This is an optimization exercise on Yosys and OpenROAD, whose aim is small area, a short achievable clock period and few clock cycles, not a production implementation.
Function was not checked in any run shown here: the RTL went through the layout flow alone.

[flow/run.sh]
#!/bin/bash
# synth_recipe.tcl (not shown) runs the flow's synth.tcl, then flattens the netlist and writes it again
# the make line also repeats each setting of config.mk as NAME=value (left out here)
make -C /OpenROAD-flow-scripts/flow DESIGN_CONFIG=/design/flow/config.mk WORK_HOME=/design/flow/orfs CLKGATE_MAP_FILE= SYNTH_SCRIPT=/design/flow/synth_recipe.tcl finish
[flow/config.mk]
export PLATFORM = sky130hd
export DESIGN_NAME = alu_add
export DESIGN_NICKNAME = alu_add
export VERILOG_FILES = /design/flow/design.v
export SDC_FILE = /design/flow/constraint.sdc
export NUM_CORES = 4
export LEC_CHECK = 0
export CAP_MARGIN = 20
export CORE_MARGIN = 2
export CORE_UTILIZATION = 40
export SLEW_MARGIN = 20
[flow/constraint.sdc]
create_clock -name core_clock -period 10.0 [get_ports {clk_i}]
set_input_delay 2.0000 -clock core_clock [delete_from_list [all_inputs] [get_ports {clk_i}]]
set_output_delay 2.0000 -clock core_clock [all_outputs]
set_load 0.01 [all_outputs]
[flow/design.v]
package calc_pkg;
    typedef struct packed {
        logic on;
        logic off;
        logic mem_rc;
        logic mem_sub;
        logic mem_add;
        logic op_percent;
        logic op_sqrt;
        logic op_div;
        logic op_mul;
        logic op_sub;
        logic op_add;
        logic op_eq;
        logic dot;
        logic num_1;
        logic num_2;
        logic num_3;
        logic num_4;
        logic num_5;
        logic num_6;
        logic num_7;
        logic num_8;
        logic num_9;
        logic num_0;
    } buttons_t;
    typedef enum logic [4:0] {
        B_NONE,          
        B_ON,            
        B_OFF,           
        B_MEM_RC,        
        B_MEM_SUB,       
        B_MEM_ADD,       
        B_OP_PERCENT,    
        B_OP_SQRT,       
        B_OP_DIV,        
        B_OP_MUL,        
        B_OP_SUB,        
        B_OP_ADD,        
        B_OP_EQ,         
        B_DOT,           
        B_NUM_1,         
        B_NUM_2,         
        B_NUM_3,         
        B_NUM_4,         
        B_NUM_5,         
        B_NUM_6,         
        B_NUM_7,         
        B_NUM_8,         
        B_NUM_9,         
        B_NUM_0,         
        B_UNKNOWN        
    } active_button_t;
    function automatic logic isNumberButton(active_button_t active_button);
        isNumberButton = ((active_button >= calc_pkg::B_NUM_1) && (active_button <= calc_pkg::B_NUM_0));
    endfunction
    function automatic logic isOpButton(active_button_t active_button);
        isOpButton = ((active_button >= calc_pkg::B_OP_DIV) && (active_button <= calc_pkg::B_OP_ADD));
    endfunction
    function automatic logic isEqButton(active_button_t active_button);
        isEqButton = (active_button == calc_pkg::B_OP_EQ);
    endfunction
    function automatic logic isDotButton(active_button_t active_button);
        isDotButton = (active_button == calc_pkg::B_DOT);
    endfunction
    typedef logic [3:0] bcd_t;
    function automatic logic [6:0] bcd2segments(bcd_t bcd);
        unique case (bcd)
            4'd0: bcd2segments = 7'b1111110;
            4'd1: bcd2segments = 7'b0110000;
            4'd2: bcd2segments = 7'b1101101;
            4'd3: bcd2segments = 7'b1111001;
            4'd4: bcd2segments = 7'b0110011;
            4'd5: bcd2segments = 7'b1011011;
            4'd6: bcd2segments = 7'b1011111;
            4'd7: bcd2segments = 7'b1110000;
            4'd8: bcd2segments = 7'b1111111;
            4'd9: bcd2segments = 7'b1111011;
            default: bcd2segments = 7'bxxxxxxx;
        endcase
    endfunction
    typedef enum logic [1:0] {
        OP_NONE,
        OP_ADD,
        OP_MUL,
        OP_DIV
    } op_t;
    function automatic op_t button2op(active_button_t active_button);
        unique case (active_button)
            calc_pkg::B_OP_DIV: button2op = calc_pkg::OP_DIV;
            calc_pkg::B_OP_MUL: button2op = calc_pkg::OP_MUL;
            calc_pkg::B_OP_SUB: button2op = calc_pkg::OP_ADD;
            calc_pkg::B_OP_ADD: button2op = calc_pkg::OP_ADD;
            default: button2op = calc_pkg::OP_NONE;
        endcase
    endfunction
    function automatic bcd_t button2bcd(active_button_t active_button);
        unique case (active_button)
            calc_pkg::B_NUM_1: button2bcd = 1;
            calc_pkg::B_NUM_2: button2bcd = 2;
            calc_pkg::B_NUM_3: button2bcd = 3;
            calc_pkg::B_NUM_4: button2bcd = 4;
            calc_pkg::B_NUM_5: button2bcd = 5;
            calc_pkg::B_NUM_6: button2bcd = 6;
            calc_pkg::B_NUM_7: button2bcd = 7;
            calc_pkg::B_NUM_8: button2bcd = 8;
            calc_pkg::B_NUM_9: button2bcd = 9;
            calc_pkg::B_NUM_0: button2bcd = 0;
            default: button2bcd = 0;
        endcase
    endfunction
    parameter NumDigits = 8;
    typedef logic unsigned [$clog2(NumDigits)-1:0] exponent_t;
    typedef struct packed {
        logic error;
        logic sign;
        exponent_t exponent;
        bcd_t [NumDigits-1:0] significand;
    } num_t;
    function automatic num_t neg(num_t num);
        neg = num;
        neg.sign = !num.sign;
    endfunction
endpackage
module alu_add (
    input   logic           clk_i,
    input   logic           rst_i,
    input   logic [36:0]    left_i,      
    input   logic [36:0]    right_i,     
    output  logic           in_ready_o,
    input   logic           in_valid_i,
    output  logic [36:0]    result_o,    
    input   logic           out_ready_i,
    output  logic           out_valid_o
);
logic [31:0] sa, sb, big, sml, sml_sh;
logic [2:0]  ea, eb, er, d;
logic        ga, gb, a_ge, g_big, g_sml, sub;
assign sa = left_i[31:0];
assign sb = right_i[31:0];
assign ea = left_i[34:32];
assign eb = right_i[34:32];
assign ga = left_i[35];
assign gb = right_i[35];
assign a_ge   = (ea >= eb);
assign d      = a_ge ? (ea - eb) : (eb - ea);
assign er     = a_ge ? ea : eb;
assign big    = a_ge ? sa : sb;
assign sml    = a_ge ? sb : sa;
assign g_big  = a_ge ? ga : gb;
assign g_sml  = a_ge ? gb : ga;
assign sub    = ga ^ gb;
assign sml_sh = sml >> {d, 2'b00};
logic [3:0] xd [8];
logic [3:0] yd [8];
logic [4:0] t  [8];
logic [3:0] r0 [8];
logic [3:0] r1 [8];
logic [7:0] g, p;
always_comb begin
    for (int i = 0; i < 8; i++) begin
        xd[i] = big[4*i +: 4];
        yd[i] = sub ? (4'd9 - sml_sh[4*i +: 4]) : sml_sh[4*i +: 4];
        t[i]  = 5'(xd[i]) + 5'(yd[i]);
        g[i]  = (t[i] >= 5'd10);
        p[i]  = (t[i] == 5'd9);
        r0[i] = g[i] ? 4'(t[i] - 5'd10) : t[i][3:0];
        r1[i] = (g[i] || p[i]) ? 4'(t[i] - 5'd9) : 4'(t[i] + 5'd1);
    end
end
logic [8:0] c0, c1;
logic [7:0] gg [4];
logic [7:0] pp [4];
always_comb begin
    gg[0] = g; pp[0] = p;
    for (int l = 0; l < 3; l++) begin
        for (int i = 0; i < 8; i++) begin
            if (i >= (1 << l)) begin
                gg[l+1][i] = gg[l][i] | (pp[l][i] & gg[l][i - (1 << l)]);
                pp[l+1][i] = pp[l][i] & pp[l][i - (1 << l)];
            end else begin
                gg[l+1][i] = gg[l][i];
                pp[l+1][i] = pp[l][i];
            end
        end
    end
    c0[0] = 1'b0;
    c1[0] = 1'b1;
    for (int i = 0; i < 8; i++) begin
        c0[i+1] = gg[3][i];
        c1[i+1] = gg[3][i] | pp[3][i];
    end
end
logic        cy, inc, neg;
logic [31:0] s;
assign cy  = c0[8];
assign inc = sub & cy;
assign neg = sub & ~cy;
always_comb begin
    for (int i = 0; i < 8; i++) begin
        s[4*i +: 4] = (inc ? c1[i] : c0[i]) ? r1[i] : r0[i];
        if (neg) s[4*i +: 4] = 4'd9 - s[4*i +: 4];
    end
end
logic        shr;
logic [31:0] sig1;
logic [2:0]  exp1;
logic        sgn1, err1;
assign shr  = ~sub & cy;
assign sig1 = shr ? {4'd1, s[31:4]} : s;
assign exp1 = er + 3'(shr);
assign err1 = shr & (er == 3'd7);
assign sgn1 = sub ? (cy ? g_big : g_sml) : ga;
logic        valid_q;
logic [31:0] sig_q;
logic [2:0]  exp_q;
logic        sgn_q, err_q;
assign in_ready_o  = !valid_q || out_ready_i;
assign out_valid_o = valid_q;
always_ff @(posedge clk_i) begin
    if (rst_i)
        valid_q <= 1'b0;
    else if (in_ready_o)
        valid_q <= in_valid_i;
end
always_ff @(posedge clk_i) begin
    if (in_ready_o) begin
        sig_q <= sig1;
        exp_q <= exp1;
        sgn_q <= sgn1;
        err_q <= err1;
    end
end
logic [31:0] n4, n2, n1;
logic [2:0]  e4, e2, e1;
always_comb begin
    n4 = sig_q; e4 = exp_q;
    if (exp_q[2] && sig_q[31:16] == 16'd0) begin
        n4 = {sig_q[15:0], 16'd0};
        e4 = {1'b0, exp_q[1:0]};
    end
    n2 = n4; e2 = e4;
    if (e4 >= 3'd2 && n4[31:24] == 8'd0) begin
        n2 = {n4[23:0], 8'd0};
        e2 = e4 - 3'd2;
    end
    n1 = n2; e1 = e2;
    if (e2 != 3'd0 && n2[31:28] == 4'd0) begin
        n1 = {n2[27:0], 4'd0};
        e1 = e2 - 3'd1;
    end
end
assign result_o = {err_q, sgn_q & (sig_q != 32'd0), e1, n1};
endmodule
==> results.json, run 1 <==
{
  "outcome": "timing/DRC/antenna clean",
  "syn_area_per_cell_um2": 8.08,
  "cts_max_level": 2,
  "drt-initial-drc-count": 360,
  "grt_antenna_before_repair": 0,
  "post-route-period-util_pct": 93.5,
  "startpoint": "left_i[32]",
  "max_freq_mhz": 107,
  "synthArstFlopShare_pct": 0,
  "hold_path.class": "reg -> reg",
  "syn-num-nets": 1230,
  "die-area_um2": 22400,
  "relSlewSlack_pct": 47.6,
  "ctsResizeCount": 0,
  "grt_util_all_layers_pct": 20.1,
  "cp.required_ns": 10.02,
  "io_buffers": 114,
  "wirelength_met1_um": 10800,
  "hpwl_um": 18700,
  "grt_max_degree": 54,
  "worst_pin_slew_ns": 0.785,
  "final_nets": 1316,
  "yosysTopAreaCell": "mux2i_1",
  "post_cts_buffers": 0,
  "rows": 53,
  "rsz0062_at_grt": "false",
  "clock_latency_ns": 0.28,
  "routedWlPerCell_um": 15.8,
  "drc_errors": 0,
  "dp.cells": 1406,
  "final.setup.tns_ns": 0,
  "synthTopCellsByArea": "mux2i_1 (14%), edfxtp_1 (13%), ha_1 (12%)",
  "wl_met2_um": 9890,
  "arrival_ns": 9.37,
  "fin_crit_ns": 9.35,
  "cts_buffers": 5,
  "clockBufferDepth": 2,
  "r2r-start": "valid_q",
  "path_clk_slew_ns": 0.06,
  "via_per_inst": 5.49,
  "num_vias": 7769,
  "die_h_um": 150,
  "ios": 117,
  "worstSetupPathType": "in -> reg",
  "antenna_cells": 0,
  "ys_seq_elements": 38,
  "hold_viol": 0,
  "synth-edff-count": 37,
  "skew_ns": 0.00405,
  "ctsHoldBuffers": 0,
  "yosys_warnings": 8,
  "cts-root-buf": "clkbuf_16",
  "synth_flop_cell": "edfxtp_1",
  "cp-start-kind": "input port",
  "setup_viol_count_final": 0,
  "grt_pass1_vias": 7200,
  "grt_overflow_total": 0,
  "syn_to_final_growth_pct": 19.5,
  "ys_types": 81,
  "firstDrtPassIters": 5,
  "start_util_pct": 40.5,
  "yosysSeqAreaShare_pct": 13.3,
  "place.gp.congestion": 0.931,
  "ant_nets": 0,
  "finalMaxSlewViolations": 0,
  "drive_gt1_share_pct": 9.92,
  "postSynthCellCount": 1052,
  "grt_first_pass_wirelength_um": 36600,
  "drv_cap": 0,
  "min_from": "valid_q",
  "die-width_um": 150,
  "wl_um": 22300,
  "end_kind": "flip-flop",
  "wl_met3_um": 794,
  "fin_cells": 1414,
  "crit_fanout": 53,
  "maxUsedRoutingLayer": "met4",
  "cts_sinks": 38,
  "design.core.area_um2": 21000,
  "synth_top_area_share_pct": 13.5,
  "cts_tree": "built",
  "synthesis.area_um2": 8500
}
-- metal layers --
metal  GRT usage (%)  up-vias
met5               0        -
met4            7.83        0
met3            1.19       42
met2            32.7      200
met1            28.0     3513
li1                -     4014
-- layout make-up --
cell class / count / area [um^2]
repair buffers: 130 / 1270
inverters: 66 / 248
fillers: 2140 / 10800
multi-input cells: 897 / 6990
flip-flops and latches: 38 / 1130
well taps: 275 / 344
clock inverters: 3 / 40.0
clock buffers: 5 / 125
-- flip-flops by register name (all words and copies together) (netlist names) --
register	cells
sgn_q	1
valid_q	1
sig_q	32
err_q	1
exp_q	3
-- cell usage after synthesis (all sizes together), types with 11 or more instances --
| cell | count |
|---|---|
| mux2 | 50 |
| and3 | 11 |
| xnor2 | 32 |
| xor2 | 28 |
| ha | 82 |
| o21ai | 50 |
| mux2i | 117 |
| fa | 18 |
| nor3 | 14 |
| clkbuf | 32 |
| nand2 | 88 |
| nor2 | 84 |
| a21oi | 114 |
| edfxtp | 37 |
| inv | 66 |
| a21o | 22 |
| a211oi | 16 |
| buf | 19 |
| nand3 | 20 |
| nand2b | 17 |
-- cell families (layout without fill, tap and decap cells) --
kind of cell,after synthesis,after routing,share of synthesized area [%]
multiplexers,168,168,21.0
XOR/XNOR,60,60,6.27
buffers and inverters,117,204,5.24
flip-flops,38,38,13.3
AND/OR/NAND/NOR,295,295,17.0
AO/OA/AOI/OAI,274,274,20.9
adder cells (fa/ha/maj),100,100,16.3
-- layout by cell type (no fill, tap or decap), types with 3 or more instances in the layout --
master / instances
a211oi_1: 15
a21o_1: 22
a21oi_1: 113
a22oi_1: 3
a31oi_1: 8
and2_1: 8
and3_1: 11
buf_4: 15
clkbuf_16: 5
clkdlybuf4s50_1: 114
edfxtp_1: 37
fa_1: 18
ha_1: 82
inv_1: 64
mux2_2: 49
mux2i_1: 115
nand2_1: 88
nand2b_1: 16
nand3_1: 20
nand4_1: 3
nor2_1: 83
nor2b_1: 10
nor3_1: 12
nor3b_1: 3
nor4_1: 9
o211ai_1: 6
o21a_1: 5
o21ai_0: 48
o22ai_1: 4
o31a_1: 6
o31ai_1: 3
or2_2: 9
xnor2_1: 30
xor2_1: 26
-- path summary, 6_finish.rpt --
check	slack [ns]	cells past startpoint	end
worst max register to register	8.86	2	sig_q[28]
worst min register to register	0.88	3	valid_q
worst max-delay path	0.65	28	exp_q[2]
worst min-delay path	0.88	3	valid_q
-- metrics by stage --
stage	cell area [um^2]	utilization (%)	worst slack, ns	hold WS, ns
finish	10100	48.4	0.651	0.880
global route	10100	48.4	0.208	0.944
CTS	10100	48.4	0.675	0.903
detailed placement	9980	47.6	0.378	0.889
global placement	9980	47.6	0.430	0.880
floorplan	8500	-	1.27	1.46
-- critical path, cell delays in order --
cell             delay, ns
clkdlybuf4s50_1       0.48
inv_1                 0.06
ha_1                  0.30
nand2b_1              0.14
a21o_1                0.20
a21oi_4               0.26
buf_12                0.32
mux2i_1               0.20
mux4_2                0.50
mux2i_1               0.48
inv_1                 0.10
ha_1                  0.28
nand2_1               0.06
o21ai_0               0.09
ha_1                  0.37
xnor2_1               0.36
ha_1                  0.33
a21boi_0              0.20
o31ai_1               0.16
o21ai_1               0.27
nor3_2                0.10
a221o_1               0.38
or2_2                 0.46
nand2_1               0.38
inv_1                 0.27
ha_1                  0.26
ha_1                  0.18
xnor2_1               0.12
==> inputs of run 2 (changes only) <==
--- a/flow/config.mk
+++ b/flow/config.mk
@@ -7,2 +7,3 @@
 export LEC_CHECK = 0
+export ABC_CLOCK_PERIOD_IN_PS = 5000
 export CAP_MARGIN = 20
@@ -10,2 +11,3 @@
 export CORE_UTILIZATION = 40
+export SETUP_SLACK_MARGIN = 3
 export SLEW_MARGIN = 20
==> results.json, run 2 <==
{
  "outcome": "timing/DRC/antenna clean",
  "wl_um": 27600,
  "cts_max_level": 2,
  "synth_top_area_share_pct": 13.5,
  "final.setup.tns_ns": 0,
  "cts_tree": "built",
  "mostFrequentLayoutCell": "buf_4",
  "grt_util_all_layers_pct": 22.8,
  "clockBufferDepth": 2,
  "synthTopCellsByArea": "mux2i_1 (14%), edfxtp_1 (13%), ha_1 (12%)",
  "arrival_ns": 7.83,
  "synthesis.area_um2": 8500,
  "syn_area_per_cell_um2": 8.08,
  "via_per_inst": 5.54,
  "start_util_pct": 40.5,
  "final_area_um2": 13200,
  "die_h_um": 150,
  "yosysSeqAreaShare_pct": 13.3,
  "max_stage_delay_ns": 0.49,
  "worstSetupPathType": "in -> reg",
  "place_area_um2": 10300,
  "antenna_cells": 0,
  "die-width_um": 150,
  "cp-start-kind": "input port",
  "skew_ns": 0.00201,
  "ys_types": 81,
  "ios": 117,
  "hold_viol": 0,
  "num_vias": 8719,
  "yosys-top-cells-count": "mux2i_1 (115), a21oi_1 (114), nand2_1 (88), nor2_1 (84), ha_1 (82)",
  "grt_max_degree": 48,
  "largest_reg_flops": 32,
  "finalMaxSlewViolations": 0,
  "synthMostInstantiatedCell": "mux2i_1",
  "grt_overflow_total": 0,
  "max_freq_mhz": 128,
  "place_ws_ns": 0.815,
  "drc_errors": 0,
  "design.core.area_um2": 21000,
  "routedWlPerCell_um": 17.5,
  "rows": 53,
  "setup_slack_ns": 2.21,
  "die-area_um2": 22400,
  "rsz0062_at_grt": "true",
  "grt_pass1_vias": 7839,
  "cts-root-buf": "clkbuf_16",
  "ant_nets": 0,
  "critPathTopFamily": "simple AND/OR/NAND/NOR gates",
  "largest-register": "sig_q",
  "final_cell_mix": "buf_4 (136), clkdlybuf4s50_1 (107), a21oi_1 (95)",
  "io_buffers": 114,
  "setup_viol_count_final": 0,
  "path_clk_slew_ns": 0.05,
  "drv_cap": 0,
  "cts_buffers": 5,
  "cp.required_ns": 10.04,
  "drive_gt1_share_pct": 36.3,
  "final_nets": 1476,
  "hpwl_um": 19100,
  "fin_crit_ns": 7.79,
  "relSlewSlack_pct": 45.9,
  "syn_to_final_growth_pct": 55.9,
  "clock_latency_ns": 0.28,
  "critPathSlowestCell": "or4b_4",
  "synth_flop_cell": "edfxtp_1",
  "grt_first_pass_wirelength_um": 41000,
  "syn-num-nets": 1230,
  "firstDrtPassIters": 5,
  "yosysTopAreaCell": "mux2i_1",
  "worst_pin_slew_ns": 0.811,
  "place.gp.congestion": 0.900,
  "crit_fanout": 7,
  "synthArstFlopShare_pct": 0,
  "crit_buf_inv": 4,
  "synth-edff-count": 37,
  "grt_antenna_before_repair": 0,
  "top_regs": "sig_q (32), exp_q (3)",
  "end_kind": "flip-flop",
  "cts_sinks": 38,
  "yosys_warnings": 8,
  "hold_path.class": "reg -> reg",
  "drt-initial-drc-count": 472,
  "ys_seq_elements": 38,
  "postSynthCellCount": 1052,
  "post-route-period-util_pct": 77.9
}
-- run 2: through the flow --
stage,hold WS [ns],std cells,utilization (%)
finish,0.878,1574,63.2
global route,0.956,1574,63.2
CTS,0.897,1507,57.2
detailed placement,0.883,1409,49.2
global placement,0.880,1409,49.2
floorplan,1.46,1052,-
-- run 2: logic make-up after synthesis --
| kind of cell | after synthesis | share of synthesized area, % |
|---|---|---|
| DFF | 38 | 13.3 |
| AOI/OAI and AO/OA | 274 | 20.9 |
| buffers and inverters | 117 | 5.24 |
| adders and majority gates | 100 | 16.3 |
| xor gates and xnor gates | 60 | 6.27 |
| muxes | 168 | 21.0 |
| and+or+nand+nor | 295 | 17.0 |
-- run 2: path summary, 6_finish.rpt --
path                to        start  cells past startpoint  slack, ns
max          sig_q[27]  right_i[32]                     29       2.21
min            valid_q      valid_q                      3       0.88
max reg2reg  sig_q[20]      valid_q                      2       8.86
min reg2reg    valid_q      valid_q                      3       0.88
-- run 2: worst reg2reg max path: cells and delay by family, from the launching register on --
kind | cells | cell delay [ns]
and+or+nand+nor | 1 | 0.06
buffers and inverters | 1 | 0.39
DFF | 1 | 0.31
-- run 2: final cells by class --
type | count | area, um^2
flip-flops and latches | 38 | 1130
clock buffers | 5 | 125
fillers | 1727 | 7710
well taps | 275 | 344
multi-input cells | 898 | 8490
inverters | 66 | 268
repair buffers | 289 | 2820
clock inverters | 3 | 63.8
-- run 2: timing repair --
item,in CTS,in global routing
resized for setup,174,140
endpoints found under the setup margin,71,69
pin swaps,53,58
buffers inserted,84,62
endpoints found under the hold margin,0,0
cloned,6,5
hold buffers,0,0
-- run 2: metal layers --
metal / part of all wire [%] / vias to the layer above / track usage (%) / wire [um]
met5: 0 / - / 0 / 0
met2: 49 / 293 / 38.7 / 13400
li1: - / 4337 / - / -
met4: 4.1 / 0 / 8.21 / 1130
met1: 44 / 4015 / 30.6 / 12000
met3: 3.8 / 74 / 1.31 / 1040
==> inputs of run 3 (changes only) <==
--- a/flow/config.mk
+++ b/flow/config.mk
@@ -7,3 +7,3 @@
 export LEC_CHECK = 0
-export ABC_CLOCK_PERIOD_IN_PS = 5000
+export ABC_AREA = 1
 export CAP_MARGIN = 20
==> results.json, run 3 <==
{
  "grt_first_pass_wirelength_um": 47500,
  "via_per_inst": 5.18,
  "register_area_um2": 1130,
  "grt_overflow_total": 0,
  "antenna_cells": 0,
  "final.setup.tns_ns": 0,
  "top_regs": "sig_q (32), exp_q (3)",
  "ctsHoldBuffers": 0,
  "postSynthCellCount": 1512,
  "largest_reg_flops": 32,
  "critPathSlowestCell": "fa_2",
  "path_clk_slew_ns": 0.06,
  "routedWlPerCell_um": 15.3,
  "multi_input_area_um2": 8540,
  "drv_cap": 0,
  "synthesis.area_um2": 9280,
  "final_nets": 1941,
  "rows": 55,
  "cp.required_ns": 10.02,
  "largest-register": "sig_q",
  "clockBufferDepth": 2,
  "die-width_um": 156,
  "crit_buf_inv": 13,
  "post-route-period-util_pct": 70.6,
  "mostFrequentLayoutCell": "nand2_1",
  "met3_usage_pct": 1.27,
  "max_freq_mhz": 142,
  "relSlewSlack_pct": 39.4,
  "synth-edff-count": 37,
  "critPathTopFamily": "simple AND/OR/NAND/NOR gates",
  "outcome": "timing/DRC/antenna clean",
  "clock_latency_ns": 0.28,
  "cts_tree": "built",
  "timing.hold.ws_ns": 0.843,
  "synth_flop_cell": "edfxtp_1",
  "rsz0062_at_grt": "true",
  "drive_gt1_share_pct": 31.1,
  "hold_viol": 0,
  "synthTopCellsByArea": "nand2_1 (17%), edfxtp_1 (12%), ha_1 (11%)",
  "cts_max_level": 2,
  "synth_top_area_share_pct": 17.2,
  "ant_nets": 0,
  "hold_path.class": "reg -> reg",
  "num_vias": 10600,
  "design.core.area_um2": 22700,
  "worst_pin_slew_ns": 0.900,
  "io_buffers": 114,
  "end_kind": "flip-flop",
  "ys_types": 56,
  "yosysTopAreaCell": "nand2_1",
  "setup_viol_count_final": 0,
  "die_h_um": 156,
  "grt_antenna_before_repair": 0,
  "met2_usage_pct": 43.4,
  "cp-start-kind": "input port",
  "place.gp.congestion": 0.959,
  "ios": 117,
  "worstSetupPathType": "in -> reg",
  "finalMaxSlewViolations": 0,
  "arrival_ns": 7.09,
  "ys_seq_elements": 38,
  "drt-initial-drc-count": 491,
  "grt_max_degree": 52,
  "synthArstFlopShare_pct": 0,
  "yosys_warnings": 8,
  "skew_ns": 0.00614,
  "crit_fanout": 6,
  "syn_to_final_growth_pct": 50.8,
  "cts-root-buf": "clkbuf_16",
  "wl_um": 31400,
  "max_stage_delay_ns": 0.41,
  "yosys-top-cells-count": "nand2_1 (424), inv_1 (219), nand3_1 (155), o21ai_0 (146), nor2_1 (90)",
  "synthMostInstantiatedCell": "nand2_1",
  "die-area_um2": 24400,
  "fin_crit_ns": 7.06,
  "grt_pass1_vias": 9853,
  "cts_buffers": 5,
  "syn-num-nets": 1690,
  "syn_area_per_cell_um2": 6.14,
  "final_cell_mix": "nand2_1 (356), inv_1 (190), buf_4 (154)",
  "busiest_layer": "met2",
  "grt_util_all_layers_pct": 23.8,
  "hpwl_um": 21800,
  "drc_errors": 0,
  "cts_sinks": 38,
  "yosysSeqAreaShare_pct": 12.2,
  "grt_use_met1_pct": 28.8,
  "start_util_pct": 40.9,
  "num-fill-cells": 2028,
  "firstDrtPassIters": 5
}
## run 3: cell type report
class	count	share of cell area (%)
repair buffers	302	20.4
clock inverters	2	0.429
multi-input cells	1186	61.0
well taps	285	2.55
flip-flops and latches	38	8.08
inverters	229	6.44
clock buffers	6	0.992
repair inverters	1	0.0626
## run 3: per-layer routing
layer | vias up | routed length, um
met5 | - | 0
met4 | 0 | 1600
met3 | 94 | 928
met2 | 288 | 15800
met1 | 4857 | 13000
li1 | 5383 | -
## run 3: cells by family (layout without fill, tap and decap cells)
family,Yosys count,count (layout),share of synthesized area [%]
xor+xnor,54,54,6.07
compound gates,256,256,15.2
fa+ha+maj,100,100,14.9
buf+inv,290,540,12.7
simple gates,765,767,37.9
mux,9,9,0.971
flops,38,38,12.2
## run 3: final timing paths
kind                from        end  slack (ns)  depth (start not counted)
min reg2reg      valid_q    valid_q        0.84                          3
min              valid_q    valid_q        0.84                          3
max reg2reg      valid_q   sig_q[4]        8.86                          2
max          right_i[34]  sig_q[31]        2.94                         42
## run 3: timing repair
action	CTS	global route
setup buffers	119	48
setup endpoints to repair	38	41
resized for setup	279	194
gates cloned	7	3
pin swaps	110	106
## run 3: worst min-delay path: cells and delay by family, from the launching register on
kind,cells,cell delay [ns]
buffers and inverters,1,0.26
AND/OR/NAND/NOR,1,0.05
AO/OA/AOI/OAI,1,0.17
flip-flops,1,0.32
## run 3: metrics by stage
step / instances / setup slack [ns] / area (um^2) / util (%)
after detailed placement: 1864 / 0.941 / 10600 / 46.8
final: 2049 / 2.94 / 14000 / 61.6
after CTS: 1998 / 2.98 / 12800 / 56.4
after floorplan: 1512 / 3.01 / 9370 / -
after global routing: 2049 / 2.68 / 14000 / 61.6
after global placement: 1864 / 1.03 / 10600 / 46.8
==> inputs of run 4 (changes only) <==
--- a/flow/design.v
+++ b/flow/design.v
@@ -153,7 +153,12 @@
 assign sml_sh = sml >> {d, 2'b00};
-logic [3:0] xd [8];
-logic [3:0] yd [8];
-logic [4:0] t  [8];
+logic        cy;
+logic [31:0] s;
+function automatic logic [3:0] c9(input logic [3:0] y, input logic en);
+    c9 = {en ? ~(y[3] | y[2] | y[1]) : y[3], y[2] ^ (en & y[1]), y[1], y[0] ^ en};
+endfunction
+function automatic logic [3:0] dinc(input logic [3:0] r, input logic c);
+    dinc = c ? {(r[3] & ~r[0]) | (r[2] & r[1] & r[0]), r[2] ^ (r[1] & r[0]), (r[1] ^ r[0]) & ~r[3], ~r[0]} : r;
+endfunction
 logic [3:0] r0 [8];
-logic [3:0] r1 [8];
+logic [4:0] z  [8];
 logic [7:0] g, p;
@@ -161,9 +166,6 @@
     for (int i = 0; i < 8; i++) begin
-        xd[i] = big[4*i +: 4];
-        yd[i] = sub ? (4'd9 - sml_sh[4*i +: 4]) : sml_sh[4*i +: 4];
-        t[i]  = 5'(xd[i]) + 5'(yd[i]);
-        g[i]  = (t[i] >= 5'd10);
-        p[i]  = (t[i] == 5'd9);
-        r0[i] = g[i] ? 4'(t[i] - 5'd10) : t[i][3:0];
-        r1[i] = (g[i] || p[i]) ? 4'(t[i] - 5'd9) : 4'(t[i] + 5'd1);
+        z[i] = 5'(big[4*i +: 4]) + 5'(c9(sml_sh[4*i +: 4], sub));
+        g[i] = z[i][4] | (z[i][3] & (z[i][2] | z[i][1]));
+        p[i] = ~z[i][4] & z[i][3] & ~z[i][2] & ~z[i][1] & z[i][0];
+        r0[i] = g[i] ? {z[i][3] ^ (z[i][2] | z[i][1]), ~(z[i][2] ^ z[i][1]), ~z[i][1], z[i][0]} : z[i][3:0];
     end
@@ -193,4 +195,3 @@
 end
-logic        cy, inc, neg;
-logic [31:0] s;
+logic        inc, neg;
 assign cy  = c0[8];
@@ -199,6 +200,4 @@
 always_comb begin
-    for (int i = 0; i < 8; i++) begin
-        s[4*i +: 4] = (inc ? c1[i] : c0[i]) ? r1[i] : r0[i];
-        if (neg) s[4*i +: 4] = 4'd9 - s[4*i +: 4];
-    end
+    for (int i = 0; i < 8; i++)
+        s[4*i +: 4] = c9(dinc(r0[i], c0[i] | (inc & c1[i])), neg);
 end
--- a/flow/config.mk
+++ b/flow/config.mk
@@ -7,3 +7,2 @@
 export LEC_CHECK = 0
-export ABC_AREA = 1
 export CAP_MARGIN = 20
@@ -11,3 +10,2 @@
 export CORE_UTILIZATION = 40
-export SETUP_SLACK_MARGIN = 3
 export SLEW_MARGIN = 20
==> results.json, run 4 <==
{
  "yosysTopAreaCell": "edfxtp_1",
  "synthesis.area_um2": 7710,
  "yosysSeqAreaShare_pct": 14.7,
  "ios": 117,
  "cts_sinks": 38,
  "syn_area_per_cell_um2": 8.05,
  "largest-register": "sig_q",
  "rsz0062_at_grt": "false",
  "die-width_um": 143,
  "min_from": "valid_q",
  "cts-root-buf": "clkbuf_16",
  "critPathSlowestCell": "o41a_1",
  "outcome": "timing/DRC/antenna clean",
  "wl_um": 21900,
  "critPathTopFamily": "compound AO/OA/AOI/OAI gates",
  "drv_cap": 0,
  "cp.required_ns": 10.02,
  "syn_to_final_growth_pct": 21.5,
  "post-route-util_pct": 49.7,
  "path_clk_slew_ns": 0.06,
  "io_buffers": 114,
  "hold_path.class": "reg -> reg",
  "rr_endpoint": "exp_q[0]",
  "wirelength_met1_um": 10300,
  "clockBufferDepth": 2,
  "largest_reg_flops": 32,
  "synth-simple-area-share_pct": 18.5,
  "yosys_warnings": 5,
  "cts_buffers": 5,
  "muxShareOfSynthArea_pct": 20.5,
  "synthTopCellsByArea": "edfxtp_1 (14%), mux2i_1 (12%), ha_1 (11%)",
  "max_freq_mhz": 107,
  "postSynthCellCount": 957,
  "synth-xor-area-share_pct": 7.35,
  "synth-edff-count": 37,
  "synthAdderAreaFrac_pct": 13.3,
  "ant_nets": 0,
  "arrival_ns": 9.38,
  "cp-start-kind": "input port",
  "wl_met3_um": 1240,
  "design.core.area_um2": 18800,
  "firstDrtPassIters": 6,
  "synthMostInstantiatedCell": "nor2_1",
  "finalMaxSlewViolations": 0,
  "synth_top_area_share_pct": 14.4,
  "reg2reg_depth": 1,
  "cts_max_level": 2,
  "drc_errors": 0,
  "mostFrequentLayoutCell": "clkdlybuf4s50_1",
  "grt_util_all_layers_pct": 21.4,
  "synth-compound-area-share_pct": 20.8,
  "top_regs": "sig_q (32), exp_q (3)",
  "ys_seq_elements": 38,
  "antenna_cells": 0,
  "maxUsedRoutingLayer": "met4",
  "post_cts_buffers": 0,
  "fin_cells": 1306,
  "ff2ff_setup_slack_ns": 8.63,
  "multi_input_area_um2": 6260,
  "synth_top_family_by_area": "compound AO/OA/AOI/OAI gates",
  "place.gp.congestion": 0.925,
  "yosys-top-cells-count": "nor2_1 (99), mux2i_1 (93), a21oi_1 (92), nand2_1 (78), ha_1 (66)",
  "fin_crit_ns": 9.36,
  "worstSetupPathType": "in -> reg",
  "grt_overflow_total": 0,
  "num-fill-cells": 1836,
  "whs_endpoint": "valid_q",
  "grt_pass1_vias": 6740,
  "ys_types": 77,
  "routedWlPerCell_um": 16.7,
  "rows": 50,
  "relSlewSlack_pct": 37.8,
  "final_cell_mix": "clkdlybuf4s50_1 (114), nor2_1 (98), mux2i_1 (92)",
  "crit_buf_inv": 5,
  "start_util_pct": 40.9,
  "whs_path_depth": 2,
  "num_vias": 7326,
  "drive_gt1_share_pct": 9.56,
  "synthArstFlopShare_pct": 0,
  "syn-num-nets": 1111,
  "final_nets": 1199,
  "setup_slack_ns": 0.640,
  "die_h_um": 143,
  "final.setup.tns_ns": 0,
  "max_stage_delay_ns": 0.54,
  "wl_met2_um": 10200,
  "grt_antenna_before_repair": 0,
  "setup_viol_count_final": 0,
  "hold_viol": 0,
  "clock_latency_ns": 0.28,
  "dp.cells": 1298,
  "register_area_um2": 1130,
  "cts_tree": "built",
  "grt_max_degree": 50,
  "via_per_inst": 5.61,
  "synth_flop_cell": "edfxtp_1",
  "place_ws_ns": 0.243,
  "skew_ns": 0.00302,
  "crit_fanout": 48,
  "hpwl_um": 18100,
  "end_kind": "flip-flop",
  "grt_first_pass_wirelength_um": 35200,
  "r2r-start": "valid_q",
  "die-area_um2": 20400,
  "post-route-period-util_pct": 93.6,
  "worst_pin_slew_ns": 0.932,
  "drt-initial-drc-count": 547
}
==> run 4: changes by cell type after synthesis, moves of 15 or more <==
cell,delta
nand3b_1,-16
mux2i_1,+84
inv_1,-171
nand2_1,-346
a21oi_1,+43
a21o_1,+15
xor2_1,-19
ha_1,-16
o21ai_0,-118
nand2_2,-16
a31oi_1,+18
mux2_2,+40
nand3_1,-142
xnor2_1,+38
==> run 4: tightest hold or removal path: stages, from the launching register on <==
cell and delay (ns):
dfxtp_1 0.32, nand2b_2 0.65, a21oi_1 0.14
==> run 4: how the worst max path moves through the flow <==
stage                from        end  slack (ns)  depth (start not counted)
2_1_floorplan  left_i[32]  sig_q[23]        1.26                         28
3_3_place_gp   left_i[32]   exp_q[2]        0.31                         30
3_5_place_dp   left_i[32]   exp_q[2]        0.24                         30
4_1_cts        left_i[32]   exp_q[2]        0.51                         30
5_1_grt        left_i[32]   exp_q[2]        0.06                         30
6_report       left_i[32]  sig_q[30]        0.64                         28
==> run 4: layer usage <==
metal  vias up  GRT usage [%]
met2       168           35.9
li1       3719              -
met3        12           3.42
met4         0           2.40
met5         -              0
met1      3427           30.0
==> run 4: cells by family (layout without fill, tap and decap cells) <==
family | count (synthesis) | count (layout)
xor gates and xnor gates | 63 | 63
DFF | 38 | 38
buffers and inverters | 97 | 186
and+or+nand+nor | 294 | 294
muxes | 142 | 142
AOI/OAI and AO/OA | 247 | 247
adders and majority gates | 76 | 76
==> run 4: what timing repair did <==
item                       CTS  global route
setup endpoints to repair    0            18
gates resized for setup      0             2
hold buffers                 0             0
==> run 4: cell type report <==
type / count / share of cell area [%]
clock buffers: 5 / 1.34
clock inverters: 3 / 0.735
inverters: 48 / 1.92
multi-input cells: 822 / 66.8
flip-flops and latches: 38 / 12.1
well taps: 260 / 3.48
repair buffers: 130 / 13.6
==> run 4: per-stage QoR <==
stage	instance area (um^2)	hold slack [ns]
after floorplan	7710	1.46
after global placement	9150	1.18
after detailed placement	9150	1.20
after CTS	9350	1.22
after global routing	9360	1.27
final	9360	1.15
==> inputs of run 5 (changes only) <==
==> flow/flow/run.sh (new file) <==
#!/bin/bash
# Standard ORFS layout, with ports buffered by buf_1 cells instead of clkdlybuf4s50_1.
set -euo pipefail
bash standard.sh 'BUFFER_PORTS_ARGS=-buffer_cell sky130_fd_sc_hd__buf_1' finish > standard.log 2>&1
==> flow/standard.sh (new file) <==
#!/bin/bash
# synth_recipe.tcl (not shown) runs the flow's synth.tcl, then flattens the netlist and writes it again
# the make line also repeats each setting of config.mk as NAME=value (left out here)
make -C /OpenROAD-flow-scripts/flow DESIGN_CONFIG=/design/flow/config.mk WORK_HOME=/design/flow/orfs CLKGATE_MAP_FILE= SYNTH_SCRIPT=/design/flow/synth_recipe.tcl "${@:-finish}"
removed: flow/run.sh
==> results.json, run 5 <==
{
  "place_area_um2": 8420,
  "clock_latency_ns": 0.28,
  "synth_top_family_by_area": "compound AO/OA/AOI/OAI gates",
  "synthTopCellsByArea": "edfxtp_1 (14%), mux2i_1 (12%), ha_1 (11%)",
  "setup_slack_ns": 0.907,
  "cp-start-kind": "input port",
  "crit_buf_inv": 4,
  "die_h_um": 143,
  "muxShareOfSynthArea_pct": 20.5,
  "timing.hold.ws_ns": 1.17,
  "synthAdderAreaFrac_pct": 13.3,
  "multi_input_area_um2": 6250,
  "cp.required_ns": 10.01,
  "register_area_um2": 1130,
  "reg2reg_depth": 1,
  "ys_seq_elements": 38,
  "yosys_warnings": 5,
  "path_depth": 29,
  "syn_to_final_growth_pct": 11.3,
  "start_util_pct": 40.9,
  "arrival_ns": 9.11,
  "grt_pass1_vias": 6797,
  "grt_antenna_before_repair": 0,
  "ctsResizeCount": 0,
  "fin_crit_ns": 9.09,
  "cts-root-buf": "clkbuf_16",
  "worst_pin_slew_ns": 0.933,
  "final.setup.tns_ns": 0,
  "design.core.area_um2": 18800,
  "synth-edff-count": 37,
  "cts_max_level": 2,
  "firstDrtPassIters": 5,
  "largest_reg_flops": 32,
  "drive_gt1_share_pct": 9.20,
  "post_cts_buffers": 0,
  "place_ws_ns": 0.695,
  "hold_viol": 0,
  "via_per_inst": 5.64,
  "synth-compound-area-share_pct": 20.8,
  "synthesis.area_um2": 7710,
  "critPathSlowestCell": "a211oi_1",
  "cp_common_cell": "mux2i_1",
  "ctsHoldBuffers": 0,
  "path_clk_slew_ns": 0.06,
  "max_stage_delay_ns": 0.64,
  "yosysTopAreaCell": "edfxtp_1",
  "grt_overflow_total": 0,
  "end_kind": "flip-flop",
  "whs_path_depth": 2,
  "clockBufferDepth": 2,
  "wl_um": 21200,
  "final_cell_mix": "buf_1 (114), nor2_1 (98), mux2i_1 (93)",
  "grt_first_pass_wirelength_um": 34900,
  "cts_tree": "built",
  "drc_errors": 0,
  "grt_util_all_layers_pct": 21.2,
  "synth-xor-area-share_pct": 7.35,
  "synthMostInstantiatedCell": "nor2_1",
  "relSlewSlack_pct": 37.8,
  "post-route-period-util_pct": 90.9,
  "top_regs": "sig_q (32), exp_q (3)",
  "critPathTopFamily": "compound AO/OA/AOI/OAI gates",
  "num-fill-cells": 1958,
  "synth_flop_cell": "edfxtp_1",
  "postSynthCellCount": 957,
  "cts_sinks": 38,
  "cts_buffers": 5,
  "die-width_um": 143,
  "ios": 117,
  "die-area_um2": 20400,
  "ant_nets": 0,
  "rsz0062_at_grt": "false",
  "synth_top_area_share_pct": 14.4,
  "drv_cap": 0,
  "finalMaxSlewViolations": 0,
  "setup_viol_count_final": 0,
  "routedWlPerCell_um": 16.3,
  "antenna_cells": 0,
  "syn_area_per_cell_um2": 8.05,
  "place.gp.congestion": 0.933,
  "yosys-top-cells-count": "nor2_1 (99), mux2i_1 (93), a21oi_1 (92), nand2_1 (78), ha_1 (66)",
  "syn-num-nets": 1111,
  "num_vias": 7350,
  "final_nets": 1197,
  "max_freq_mhz": 110,
  "hold_path.class": "reg -> reg",
  "ys_types": 77,
  "rows": 50,
  "hpwl_um": 17400,
  "synthArstFlopShare_pct": 0,
  "skew_ns": 0.00608,
  "final_area_um2": 8580,
  "drt-initial-drc-count": 603,
  "mostFrequentLayoutCell": "buf_1",
  "largest-register": "sig_q",
  "outcome": "timing/DRC/antenna clean",
  "grt_max_degree": 50,
  "io_buffers": 114,
  "synth-simple-area-share_pct": 18.5,
  "crit_fanout": 37,
  "worstSetupPathType": "in -> reg",
  "yosysSeqAreaShare_pct": 14.7
}
==> run 5: metal layers <==
metal,track usage (%),share of wire [%],vias to the layer above
met5,0,0,-
met4,4.27,1.7,0
met3,1.61,4.4,24
met2,35.6,46,169
met1,29.9,48,3445
li1,-,-,3712
==> run 5: kinds of logic after synthesis <==
kind of cell | Yosys count
AO/OA/AOI/OAI | 247
XOR/XNOR | 63
adder cells (fa/ha/maj) | 76
buffers and inverters | 97
flip-flops | 38
multiplexers | 142
AND/OR/NAND/NOR | 294
==> run 5: final cells by class <==
class | count | area share, %
repair buffers | 128 | 6.36
inverters | 48 | 2.10
clock inverters | 2 | 0.146
well taps | 260 | 3.79
multi-input cells | 822 | 72.8
flip-flops and latches | 38 | 13.2
clock buffers | 6 | 1.62
==> run 5: worst paths after layout <==
| check | start | end | slack, ns |
|---|---|---|---|
| max | left_i[32] | sig_q[30] | 0.91 |
| min | valid_q | valid_q | 1.17 |
| max reg2reg | valid_q | exp_q[0] | 8.63 |
| min reg2reg | valid_q | valid_q | 1.17 |
==> run 5: metrics by stage <==
stage / cells / util, %
after detailed placement: 1296 / 44.7
after global placement: 1296 / 44.7
after global routing: 1304 / 45.6
final: 1304 / 45.6
after floorplan: 957 / -
after CTS: 1304 / 45.5
==> run 5: worst min-delay path: stages, from the launching register on <==
cell	delay [ns]
dfxtp_1	0.32
nand2b_2	0.65
a21oi_1	0.16
==> inputs of run 6 (changes only) <==
==> flow/flow/run.sh (replaced) <==
#!/bin/bash
# Standard ORFS layout, with two changes: adders are left to abc as plain gates
# (no half/full adder cells), and ports are buffered with buf_1 cells.
set -euo pipefail
bash standard.sh ADDER_MAP_FILE= 'BUFFER_PORTS_ARGS=-buffer_cell sky130_fd_sc_hd__buf_1' finish > standard.log 2>&1
==> results.json, run 6 <==
{
  "ys_seq_elements": 38,
  "syn_area_per_cell_um2": 7.21,
  "max_stage_delay_ns": 0.58,
  "yosys-top-cells-count": "nand2_1 (185), nor2_1 (136), a21oi_1 (124), mux2i_1 (116)",
  "yosys_warnings": 5,
  "arrival_ns": 8.98,
  "cp-start-kind": "input port",
  "design.core.area_um2": 26200,
  "synth_flop_cell": "edfxtp_1",
  "dp.cells": 1892,
  "cts_max_level": 2,
  "synthArstFlopShare_pct": 0,
  "fin_crit_ns": 8.96,
  "die-width_um": 168,
  "post-route-period-util_pct": 89.6,
  "clock_latency_ns": 0.27,
  "routedWlPerCell_um": 20.4,
  "r2r-start": "valid_q",
  "synth-xor-area-share_pct": 7.91,
  "post_cts_buffers": 0,
  "rsz0062_at_grt": "false",
  "cts-root-buf": "clkbuf_16",
  "crit_buf_inv": 3,
  "top_regs": "sig_q (32), exp_q (3)",
  "num_vias": 12300,
  "cts_sinks": 38,
  "via_per_inst": 6.50,
  "outcome": "timing/DRC/antenna clean",
  "postSynthCellCount": 1485,
  "max_freq_mhz": 112,
  "syn_to_final_growth_pct": 9.02,
  "muxShareOfSynthArea_pct": 13.8,
  "final_nets": 1642,
  "drv_cap": 0,
  "finalMaxSlewViolations": 0,
  "ff2ff_setup_slack_ns": 8.64,
  "clockBufferDepth": 2,
  "ctsResizeCount": 0,
  "synth-simple-area-share_pct": 25.7,
  "min_from": "valid_q",
  "grt_util_all_layers_pct": 26.7,
  "path_clk_slew_ns": 0.05,
  "die-area_um2": 28100,
  "synthesis.area_um2": 10700,
  "die_h_um": 168,
  "register_area_um2": 1130,
  "largest-register": "sig_q",
  "io_buffers": 114,
  "final_area_um2": 11700,
  "synthTopCellsByArea": "mux2i_1 (11%), edfxtp_1 (10%), nand2_1 (6.5%)",
  "ys_types": 118,
  "worst_pin_slew_ns": 0.922,
  "hold_path.class": "reg -> reg",
  "end_kind": "flip-flop",
  "synth-edff-count": 37,
  "wl_um": 38800,
  "final.setup.tns_ns": 0,
  "grt_antenna_before_repair": 0,
  "ant_nets": 0,
  "place.gp.congestion": 0.949,
  "firstDrtPassIters": 8,
  "yosysSeqAreaShare_pct": 10.6,
  "synth-compound-area-share_pct": 35.2,
  "ios": 117,
  "synthMostInstantiatedCell": "nand2_1",
  "cp.required_ns": 10.02,
  "rows": 59,
  "hpwl_um": 30800,
  "critPathTopFamily": "compound AO/OA/AOI/OAI gates",
  "final_cell_mix": "nand2_1 (185), nor2_1 (135), a21oi_1 (124)",
  "worstSetupPathType": "in -> reg",
  "syn-num-nets": 1563,
  "whs_path_depth": 2,
  "cts_buffers": 5,
  "worstPathCellList": "buf_1 > nand2b_1 > a21o_1 > a21oi_4 > buf_4 > o2111ai_1 > o311a_1 > a21o_1 > o221a_1 > nor3_1 > a2bb2oi_1 > a2111oi_4 > nand4_1 > o32ai_4 > a2111oi_4 > nor4_4 > mux2_2 > o31ai_1 > buf_4 > nor4_1 > a211o_1",
  "fin_cells": 1900,
  "place_area_um2": 11500,
  "drive_gt1_share_pct": 9.84,
  "setup_viol_count_final": 0,
  "grt_overflow_total": 0,
  "skew_ns": 0.00391,
  "cts_tree": "built",
  "num-fill-cells": 2744,
  "largest_reg_flops": 32,
  "drt-initial-drc-count": 1377,
  "ctsHoldBuffers": 0,
  "grt_max_degree": 55,
  "grt_pass1_vias": 11100,
  "crit_fanout": 24,
  "synthAdderAreaFrac_pct": 1.41,
  "synth_top_family_by_area": "compound AO/OA/AOI/OAI gates",
  "yosysTopAreaCell": "mux2i_1",
  "relSlewSlack_pct": 37.0,
  "whs_endpoint": "valid_q",
  "start_util_pct": 40.9,
  "reg2reg_depth": 1,
  "hold_viol": 0,
  "multi_input_area_um2": 9050,
  "critPathSlowestCell": "nor4_4",
  "mostFrequentLayoutCell": "nand2_1",
  "grt_first_pass_wirelength_um": 61400,
  "drc_errors": 0,
  "rr_endpoint": "exp_q[0]",
  "antenna_cells": 0,
  "synth_top_area_share_pct": 10.8
}
==> run 6: cell types whose count changed in the layout (fill, tap and decap cells not counted), moves of 36 or more <==
cell,before,now
ha_1,66,0
nand2_1,78,185
nor2_1,98,135
nor3_1,15,51
o21ai_0,28,68
==> run 6: cell families after synthesis <==
family | count (synthesis)
XOR/XNOR | 93
AO/OA/AOI/OAI | 515
adder cells (fa/ha/maj) | 15
AND/OR/NAND/NOR | 565
flip-flops | 38
multiplexers | 143
buffers and inverters | 116
==> run 6: through the flow <==
| stage | util, % | hold WS, ns | setup WS (ns) |
|---|---|---|---|
| 2_1_floorplan | - | 1.46 | 2.49 |
| 4_1_cts | 44.5 | 1.20 | 1.21 |
| 6_report | 44.6 | 1.15 | 1.04 |
| 3_3_place_gp | 43.8 | 1.18 | 0.958 |
| 3_5_place_dp | 43.8 | 1.20 | 0.914 |
| 5_1_grt | 44.6 | 1.30 | 0.545 |
==> run 6: worst max-delay path by stage <==
stage,start,to,cells after the start
floorplan,left_i[32],sig_q[30],22
global placement,right_i[32],sig_q[30],21
detailed placement,right_i[32],sig_q[30],21
CTS,right_i[32],sig_q[30],21
global route,right_i[32],sig_q[30],21
finish,right_i[32],sig_q[30],21
==> run 6: layout make-up <==
class | instances | share of cell area [%]
inverters | 28 | 0.900
flip-flops and latches | 38 | 9.69
clock inverters | 2 | 0.514
repair buffers | 160 | 6.62
multi-input cells | 1331 | 77.5
well taps | 335 | 3.59
clock buffers | 6 | 1.19
==> run 6: routing by layer <==
layer	part of all wire, %	GRT usage (%)	up-vias
met4	3.5	7.75	0
met3	7.3	3.40	79
met1	46	38.0	5880
met2	44	42.0	520
met5	0	0	-
li1	-	-	5867
==> inputs of run 7 (changes only) <==
--- a/flow/design.v
+++ b/flow/design.v
@@ -135,2 +135,8 @@
 );
+function automatic logic [3:0] c9(input logic [3:0] y, input logic en);
+    c9 = {en ? ~(y[3] | y[2] | y[1]) : y[3], y[2] ^ (en & y[1]), y[1], y[0] ^ en};
+endfunction
+function automatic logic [3:0] dinc(input logic [3:0] r, input logic c);
+    dinc = c ? {(r[3] & ~r[0]) | (r[2] & r[1] & r[0]), r[2] ^ (r[1] & r[0]), (r[1] ^ r[0]) & ~r[3], ~r[0]} : r;
+endfunction
 logic [31:0] sa, sb, big, sml, sml_sh;
@@ -153,10 +159,2 @@
 assign sml_sh = sml >> {d, 2'b00};
-logic        cy;
-logic [31:0] s;
-function automatic logic [3:0] c9(input logic [3:0] y, input logic en);
-    c9 = {en ? ~(y[3] | y[2] | y[1]) : y[3], y[2] ^ (en & y[1]), y[1], y[0] ^ en};
-endfunction
-function automatic logic [3:0] dinc(input logic [3:0] r, input logic c);
-    dinc = c ? {(r[3] & ~r[0]) | (r[2] & r[1] & r[0]), r[2] ^ (r[1] & r[0]), (r[1] ^ r[0]) & ~r[3], ~r[0]} : r;
-endfunction
 logic [3:0] r0 [8];
@@ -195,23 +193,13 @@
 end
-logic        inc, neg;
+logic        cy, inc;
+logic [31:0] s;
 assign cy  = c0[8];
 assign inc = sub & cy;
-assign neg = sub & ~cy;
-always_comb begin
+always_comb
     for (int i = 0; i < 8; i++)
-        s[4*i +: 4] = c9(dinc(r0[i], c0[i] | (inc & c1[i])), neg);
-end
-logic        shr;
-logic [31:0] sig1;
-logic [2:0]  exp1;
-logic        sgn1, err1;
-assign shr  = ~sub & cy;
-assign sig1 = shr ? {4'd1, s[31:4]} : s;
-assign exp1 = er + 3'(shr);
-assign err1 = shr & (er == 3'd7);
-assign sgn1 = sub ? (cy ? g_big : g_sml) : ga;
+        s[4*i +: 4] = dinc(r0[i], c0[i] | (inc & c1[i]));
 logic        valid_q;
-logic [31:0] sig_q;
-logic [2:0]  exp_q;
-logic        sgn_q, err_q;
+logic [31:0] s_q;
+logic [2:0]  er_q;
+logic        sgn_q, cy_q, sub_q;
 assign in_ready_o  = !valid_q || out_ready_i;
@@ -226,8 +214,16 @@
     if (in_ready_o) begin
-        sig_q <= sig1;
-        exp_q <= exp1;
-        sgn_q <= sgn1;
-        err_q <= err1;
-    end
-end
+        s_q   <= s;
+        er_q  <= er;
+        sgn_q <= sub ? (cy ? g_big : g_sml) : ga;
+        cy_q  <= cy;
+        sub_q <= sub;
+    end
+end
+logic        neg, shr;
+logic [31:0] m;
+assign neg = sub_q & ~cy_q;
+assign shr = ~sub_q & cy_q;
+always_comb
+    for (int i = 0; i < 8; i++)
+        m[4*i +: 4] = c9(s_q[4*i +: 4], neg);
 logic [31:0] n4, n2, n1;
@@ -235,6 +231,6 @@
 always_comb begin
-    n4 = sig_q; e4 = exp_q;
-    if (exp_q[2] && sig_q[31:16] == 16'd0) begin
-        n4 = {sig_q[15:0], 16'd0};
-        e4 = {1'b0, exp_q[1:0]};
+    n4 = m; e4 = er_q;
+    if (er_q[2] && m[31:16] == 16'd0) begin
+        n4 = {m[15:0], 16'd0};
+        e4 = {1'b0, er_q[1:0]};
     end
@@ -251,3 +247,4 @@
 end
-assign result_o = {err_q, sgn_q & (sig_q != 32'd0), e1, n1};
+assign result_o = shr ? {er_q == 3'd7, sgn_q, er_q + 3'd1, 4'd1, m[31:4]}
+                      : {1'b0, sgn_q & (m != 32'd0), e1, n1};
 endmodule
==> flow/run.sh (new file) <==
#!/bin/bash
# synth_recipe.tcl (not shown) runs the flow's synth.tcl, then flattens the netlist and writes it again
# the make line also repeats each setting of config.mk as NAME=value (left out here)
make -C /OpenROAD-flow-scripts/flow DESIGN_CONFIG=/design/flow/config.mk WORK_HOME=/design/flow/orfs CLKGATE_MAP_FILE= SYNTH_SCRIPT=/design/flow/synth_recipe.tcl finish
removed: flow/flow/run.sh
removed: flow/standard.sh
==> results.json, run 7 <==
{
  "skew_ns": 0.00350,
  "io_buffers": 114,
  "die-width_um": 145,
  "place_area_um2": 9350,
  "drv_cap": 0,
  "timing.hold.ws_ns": 1.15,
  "routedWlPerCell_um": 17.5,
  "setup_viol_count_final": 0,
  "place.gp.congestion": 0.941,
  "setup_slack_ns": 1.04,
  "syn_area_per_cell_um2": 8.17,
  "synthesis.area_um2": 7990,
  "post_cts_buffers": 0,
  "place_ws_ns": 0.720,
  "outcome": "timing/DRC/antenna clean",
  "synth_flop_cell": "edfxtp_1",
  "finalMaxSlewViolations": 0,
  "yosysTopAreaCell": "edfxtp_1",
  "crit_fanout": 19,
  "synth-edff-count": 38,
  "clockBufferDepth": 2,
  "rows": 51,
  "drc_errors": 0,
  "cp-start-kind": "input port",
  "synthMostInstantiatedCell": "nand2_1",
  "firstDrtPassIters": 6,
  "syn_to_final_growth_pct": 19.4,
  "hold_path.class": "reg -> reg",
  "num-fill-cells": 1942,
  "final_nets": 1214,
  "top_regs": "s_q (32), er_q (3)",
  "synth_top_area_share_pct": 14.3,
  "arrival_ns": 9.07,
  "cts_max_level": 2,
  "cts-root-buf": "clkbuf_16",
  "met2_usage_pct": 35.2,
  "final_cell_mix": "clkdlybuf4s50_1 (114), nand2_1 (111), mux2i_1 (90)",
  "yosys_warnings": 5,
  "ctsHoldBuffers": 0,
  "grt_util_all_layers_pct": 21.4,
  "rsz0062_at_grt": "false",
  "end_kind": "flip-flop",
  "clock_latency_ns": 0.28,
  "ant_nets": 0,
  "die-area_um2": 21100,
  "grt_use_met1_pct": 28.9,
  "grt_max_degree": 49,
  "register_area_um2": 1160,
  "final.setup.tns_ns": 0,
  "relSlewSlack_pct": 36.7,
  "yosys-top-cells-count": "nand2_1 (111), mux2i_1 (90), ha_1 (67), nor2_1 (66), a21oi_1 (59)",
  "syn-num-nets": 1133,
  "cts_tree": "built",
  "num_vias": 7547,
  "cts_sinks": 39,
  "grt_overflow_total": 0,
  "grt_first_pass_wirelength_um": 37500,
  "antenna_cells": 0,
  "final_area_um2": 9540,
  "worstSetupPathType": "in -> reg",
  "largest_reg_flops": 32,
  "ctsResizeCount": 0,
  "synthTopCellsByArea": "edfxtp_1 (14%), mux2i_1 (11%), ha_1 (10%)",
  "cts_buffers": 5,
  "postSynthCellCount": 978,
  "ios": 117,
  "hpwl_um": 18800,
  "hold_viol": 0,
  "path_clk_slew_ns": 0.06,
  "ys_seq_elements": 39,
  "design.core.area_um2": 19500,
  "busiest_layer": "met2",
  "drive_gt1_share_pct": 9.81,
  "max_freq_mhz": 112,
  "met3_usage_pct": 1.85,
  "drt-initial-drc-count": 396,
  "ys_types": 93,
  "whs_path_depth": 2,
  "reg2reg_depth": 1,
  "wl_um": 23200,
  "yosysSeqAreaShare_pct": 14.5,
  "post-route-period-util_pct": 89.6,
  "grt_antenna_before_repair": 0,
  "die_h_um": 145,
  "grt_pass1_vias": 7244,
  "multi_input_area_um2": 6410,
  "start_util_pct": 40.9,
  "largest-register": "s_q",
  "synthArstFlopShare_pct": 0,
  "via_per_inst": 5.70,
  "worst_pin_slew_ns": 0.949,
  "cp.required_ns": 10.12,
  "mostFrequentLayoutCell": "clkdlybuf4s50_1",
  "fin_crit_ns": 8.96
}
[run 7: cell count changes after synthesis, sizes merged, moves of 15 or more]
cell | before | now
nor3 | 51 | 27
nand2 | 187 | 112
mux2i | 116 | 90
ha | 0 | 67
a211oi | 36 | 19
mux2 | 26 | 41
buf | 46 | 27
nor2 | 137 | 68
maj3 | 15 | 0
o21ai | 81 | 40
o211ai | 28 | 8
inv | 28 | 43
xnor2 | 70 | 49
a21oi | 127 | 60
[run 7: worst paths after layout]
path                                 start      end  slack (ns)
worst min register to register     valid_q  valid_q        1.15
worst max-delay path            left_i[32]  s_q[29]        1.04
worst min-delay path               valid_q  valid_q        1.15
worst max register to register     valid_q  er_q[2]        8.65
[run 7: per-stage QoR]
step / utilization (%) / std cells
final: 48.9 / 1325
after global routing: 48.9 / 1325
after CTS: 48.9 / 1325
after detailed placement: 47.9 / 1317
after global placement: 47.9 / 1317
after floorplan: - / 978
[run 7: cell type report]
cell class / count / area share (%)
Clock inverter: 2 / 0.630
Timing Repair Buffer: 132 / 13.5
Sequential cell: 39 / 12.2
Multi-Input combinational cell: 838 / 67.2
Clock buffer: 6 / 1.35
Inverter: 43 / 1.69
Tap cell: 265 / 3.48
[run 7: cell families after synthesis]
group                    synth area share, %
AND/OR/NAND/NOR                         19.8
flip-flops                              14.5
XOR/XNOR                                8.11
buffers and inverters                   5.70
multiplexers                            18.2
AO/OA/AOI/OAI                           20.7
adder cells (fa/ha/maj)                 13.0
[run 7: metal layers]
layer	wire, um	vias to the layer above
li1	-	3773
met1	10800	3448
met2	10400	267
met3	1090	59
met4	927	0
met5	0	-
[run 7: critical path, cell delays in order]
cell,delay [ns]
clkdlybuf4s50_1,0.48
inv_1,0.06
ha_1,0.30
nand2b_1,0.14
a21o_1,0.21
a21oi_4,0.37
buf_4,0.23
mux2i_1,0.38
xnor2_2,0.29
buf_4,0.33
nand2_1,0.18
nor2_1,0.20
xnor2_1,0.15
ha_1,0.19
inv_1,0.06
fa_1,0.45
xor2_1,0.25
ha_1,0.20
inv_1,0.04
ha_1,0.17
nor3b_1,0.50
a21boi_1,0.49
a21oi_1,0.24
o21ai_1,0.46
nor3_1,0.12
nor3_1,0.30
mux2i_1,0.27

[re-timing with driven ports]
In the flow no input, the clock included, has a driving cell. The finished layouts below were timed again as built, in two steps. Step 1: set_driving_cell puts a clkbuf_16 on clk_i and a buf_2 on each other input, an assumption about the parent block. Step 2, shift: input delay + t, output delay - t, t = (earliest + latest rising clock arrival at the registers) / 2. This alone moves slack from input paths to output paths. Three values: ideal, step 1, step 2; two values: the first two.
run	t (ns)	setup WS [ns]	worst setup path after step 2	worst data-port slew with drivers (ns)	pins driven straight from the clock port
run 1	0.315	0.651 / 0.666 / 0.351	input to register	0.04	1
run 2	0.322	2.210 / 2.204 / 1.882	input to register	0.05	1
run 3	0.316	2.935 / 2.931 / 2.615	input to register	0.05	1
run 4	0.316	0.640 / 0.654 / 0.338	input to register	0.04	1
run 5	0.311	0.907 / 0.920 / 0.609	input to register	0.03	1
run 6	0.305	1.043 / 1.051 / 0.745	input to register	0.03	1
run 7	0.312	1.042 / 1.050 / 0.738	input to register	0.04	1
After both steps every run listed still meets setup and hold. For run 2, which loses most, drivers alone change the setup slack by -0.006 ns; drivers and shift together by -0.328 ns.
